What follows belongs to an exercise in optimizing a design on an open flow for small area and a short achievable clock period; a production flow would make more cautious choices.
Power and IR drop assume default switching activity.

==> flow/design.v (excerpt) <==
module design_1
   (bias, bias_1, bias_2, bias_3, clk,
    in1, in1_1, in1_2, in1_3, in2, in2_1, in2_2, in2_3,
    in3, in3_1, in3_2, in3_3, in4, in4_1, in4_2, in4_3,
    mac, n_en, n_in, n_in_1, n_in_2, n_in_3,
    n_out, n_out_1, n_out_2, n_out_3,
    outen, outen_1, outen_2, outen_3, p_en,
    p_out, p_out_1, p_out_2, p_out_3, rst,
    wgh, wgh_1, wgh_2, wgh_3);
==> module neuron, before the edit <==
module neuron(
  input [15:0] n_in,
  input [15:0] wgh,
  input [15:0] bias,
  input clk,
  input en,
  input rst,
  input mac,
  output [15:0] n_out
);
  reg [14:0] a;          
  reg [7:0]  one, two;   
  reg [6:0]  neg;        
  reg        ts;         
  reg [7:0]  tlo;        
  reg [6:0]  th0, th1;   
  reg        tci;        
  reg [15:0] sum;
  reg        tsum;       
  reg [14:0] nout;
  function [29:0] prefix15(input [14:0] g, input [14:0] p);
    reg [14:0] G, P, Gn, Pn;
    integer i, k;
    begin
      G = g; P = p;
      for (k = 1; k < 15; k = k * 2) begin
        Gn = G; Pn = P;
        for (i = k; i < 15; i = i + 1) begin
          Gn[i] = G[i] | (P[i] & G[i-k]);
          Pn[i] = P[i] & P[i-k];
        end
        G = Gn; P = Pn;
      end
      prefix15 = {P, G};
    end
  endfunction
  wire [17:0] bb = {2'b00, wgh[14:0], 1'b0};
  reg  [7:0]  one_d, two_d;
  reg  [6:0]  neg_d;
  integer k;
  always @* begin
    for (k = 0; k < 8; k = k + 1) begin
      one_d[k] = bb[2*k+1] ^ bb[2*k];
      two_d[k] = (bb[2*k+2] & ~bb[2*k+1] & ~bb[2*k]) | (~bb[2*k+2] & bb[2*k+1] & bb[2*k]);
      if (k < 7) neg_d[k] = bb[2*k+2];
    end
  end
  wire [7:0] plo;
  wire [6:0] ph0, ph1;
  wire       pci;
  mul15x15_booth_split mul (.a(a), .one(one), .two(two), .neg(neg),
    .lo(plo), .hi0(ph0), .hi1(ph1), .ci(pci));
  wire [6:0]  thi = th0 + th1 + tci;
  wire [15:0] temp = {ts, thi, tlo};
  wire [15:0] x  = mac ? bias : temp;
  wire [14:0] sm = sum[14:0];
  wire [14:0] xm = x[14:0];
  wire [14:0] pd = sm ^ ~xm;
  wire [29:0] d  = prefix15(sm & ~xm, pd);
  wire [14:0] gd = d[14:0], ad = d[29:15];
  wire        gt = sm > xm;    
  wire        eq = sm == xm;
  wire [14:0] dif = gt ? (pd ^ {gd[13:0] | ad[13:0], 1'b1}) : ~(pd ^ {gd[13:0], 1'b0});
  wire [14:0] pa = sm ^ xm;
  wire [29:0] s  = prefix15(sm & xm, pa);
  wire [15:0] add = {s[14], pa ^ {s[13:0], 1'b0}};
  wire        same = sum[15] == x[15];
  wire [15:0] nsum = same ? {sum[15], (tsum == sum[15]) ? add[14:0] : 15'h7f80}
                          : {gt ? sum[15] : x[15], dif};
  always @(posedge clk) begin
    if (rst) begin
      a <= 0; one <= 0; two <= 0; neg <= 0;
      ts <= 0; tlo <= 0; th0 <= 0; th1 <= 0; tci <= 0; sum <= 0; tsum <= 0; nout <= 0;
    end else if (en) begin
      tsum <= sum[15] ^ x[15] ^ add[15];
      if (!eq) sum <= nsum;
      if (mac) begin
        nout <= sum[15] ? 15'd0 : sum[14:0];
      end else begin
        a <= n_in[14:0];
        one <= one_d; two <= two_d; neg <= neg_d;
        ts <= n_in[15] ^ wgh[15];
        tlo <= plo; th0 <= ph0; th1 <= ph1; tci <= pci;
      end
    end
  end
  assign n_out = {1'b0, nout};
endmodule
==> module pooling, before the edit <==
module pooling(
  input clk,
  input [15:0] in1,
  input [15:0] in2,
  input [15:0] in3,
  input [15:0] in4,
  input en,
  output reg [15:0] p_out,
  output reg outen
);
  wire c12 = in1 < in2, c13 = in1 < in3, c14 = in1 < in4;
  wire c23 = in2 < in3, c24 = in2 < in4, c34 = in3 < in4;
  wire s1 = ~c12 & ~c13 & ~c14;
  wire s2 =  c12 & ~c23 & ~c24;
  wire s3 =  c13 &  c23 & ~c34;
  wire s4 = ~(s1 | s2 | s3);
  wire v  = en && in1 != 0;
  wire [15:0] m = ({16{s1}} & in1) | ({16{s2}} & in2) | ({16{s3}} & in3) | ({16{s4}} & in4);
  always @(posedge clk) begin
    outen <= en;
    p_out <= v ? m : 16'd0;
  end
endmodule
Settings: LEC_CHECK=0, CAP_MARGIN=20, CORE_MARGIN=2, CORE_UTILIZATION=40, PLACE_DENSITY=0.6, SETUP_SLACK_MARGIN=4.5, SLEW_MARGIN=20; clock period 9.0 ns.
standard.sh (not shown) runs the stock make flow with config.mk's settings and CLKGATE_MAP_FILE= SYNTH_SCRIPT=/design/flow/synth_recipe.tcl, a recipe that flattens the netlist after the stock synthesis.
==> flow/flow/run.sh <==
#!/bin/bash
# The standard layout, with the ports buffered by the smallest plain buffer
# (buffer_ports otherwise picks a clkdlybuf4s50_1 delay cell for every port).
set -euo pipefail
export BUFFER_PORTS_ARGS="-buffer_cell sky130_fd_sc_hd__buf_1"
bash standard.sh > standard.log 2>&1
==> next run, changes <==
--- a/flow/design.v
+++ b/flow/design.v
@@ -126,6 +126,6 @@
   wire [29:0] d  = prefix15(sm & ~xm, pd);
   wire [14:0] gd = d[14:0], ad = d[29:15];
-  wire        gt = sm > xm;    
-  wire        eq = sm == xm;
+  wire        gt = gd[14];
+  wire        eq = ad[14];
   wire [14:0] dif = gt ? (pd ^ {gd[13:0] | ad[13:0], 1'b1}) : ~(pd ^ {gd[13:0], 1'b0});
   wire [14:0] pa = sm ^ xm;
@@ -161,19 +161,32 @@
   input [15:0] in4,
   input en,
-  output reg [15:0] p_out,
+  output [15:0] p_out,
   output reg outen
 );
-  wire c12 = in1 < in2, c13 = in1 < in3, c14 = in1 < in4;
-  wire c23 = in2 < in3, c24 = in2 < in4, c34 = in3 < in4;
-  wire s1 = ~c12 & ~c13 & ~c14;
-  wire s2 =  c12 & ~c23 & ~c24;
-  wire s3 =  c13 &  c23 & ~c34;
-  wire s4 = ~(s1 | s2 | s3);
-  wire v  = en && in1 != 0;
-  wire [15:0] m = ({16{s1}} & in1) | ({16{s2}} & in2) | ({16{s3}} & in3) | ({16{s4}} & in4);
+  function lt16(input [15:0] a, input [15:0] b);
+    reg [15:0] l, e;
+    reg [15:0] ln, en;
+    integer i, k;
+    begin
+      l = ~a & b; e = ~(a ^ b);
+      for (k = 1; k < 16; k = k * 2) begin
+        ln = l; en = e;
+        for (i = 0; i + k < 16; i = i + 2 * k) begin
+          ln[i] = l[i + k] | (e[i + k] & l[i]);
+          en[i] = e[i + k] & e[i];
+        end
+        l = ln; e = en;
+      end
+      lt16 = l[0];
+    end
+  endfunction
+  reg  [15:0] m12, m34;    
+  wire        v = en && in1 != 0;
   always @(posedge clk) begin
     outen <= en;
-    p_out <= v ? m : 16'd0;
+    m12 <= v ? (lt16(in1, in2) ? in2 : in1) : 16'd0;
+    m34 <= v ? (lt16(in3, in4) ? in4 : in3) : 16'd0;
   end
+  assign p_out = lt16(m12, m34) ? m34 : m12;
 endmodule
 module mul15x15_booth_split(input [14:0] a, input [7:0] one, input [7:0] two, input [6:0] neg,
Result: Clock skew stays flat. Clock-buffer cell count came out higher by 10. Wire length came out lower by about 4%. Power came out higher by about 7%. Final area stays flat. Worst setup slack got worse by 0.27 ns. Via count came out lower by 3.5%.
Function was not checked in any run of this note: the RTL went through the layout flow alone.

static timing again, ports no longer ideal:
How much do the figures lean on ideal ports? The routed layouts below were timed once more, with nothing changed but the port constraints.
Step 1 sets driving cells, clkbuf_16 on the clock port and buf_2 on the other inputs (assumed; they add their load-dependent delay and slew).
Step 2 moves the port delays by t, midway between the first and last clock arrival at a register: inputs arrive t later, outputs are due t later. That takes back most of the time a late clock gives input paths.
Slacks: ideal ports / drivers / drivers and shift; pairs: ideal ports / drivers.
| run | t, ns | setup slack, ns | hold slack, ns | worst register clock-pin slew, ns | pins driven straight from the clock port |
|---|---|---|---|---|---|
| the first run | 0.742 | 4.593 / 4.541 / 3.799 | 0.453 / 0.453 / 0.453 | 0.07 / 0.07 | 1 |
| the second run | 0.730 | 4.319 / 4.240 / 3.797 | 0.453 / 0.453 / 0.453 | 0.07 / 0.07 | 1 |
After both steps every run listed still meets setup and hold. For the first run, which loses most, drivers alone change the setup slack by -0.052 ns; drivers and shift together by -0.794 ns.
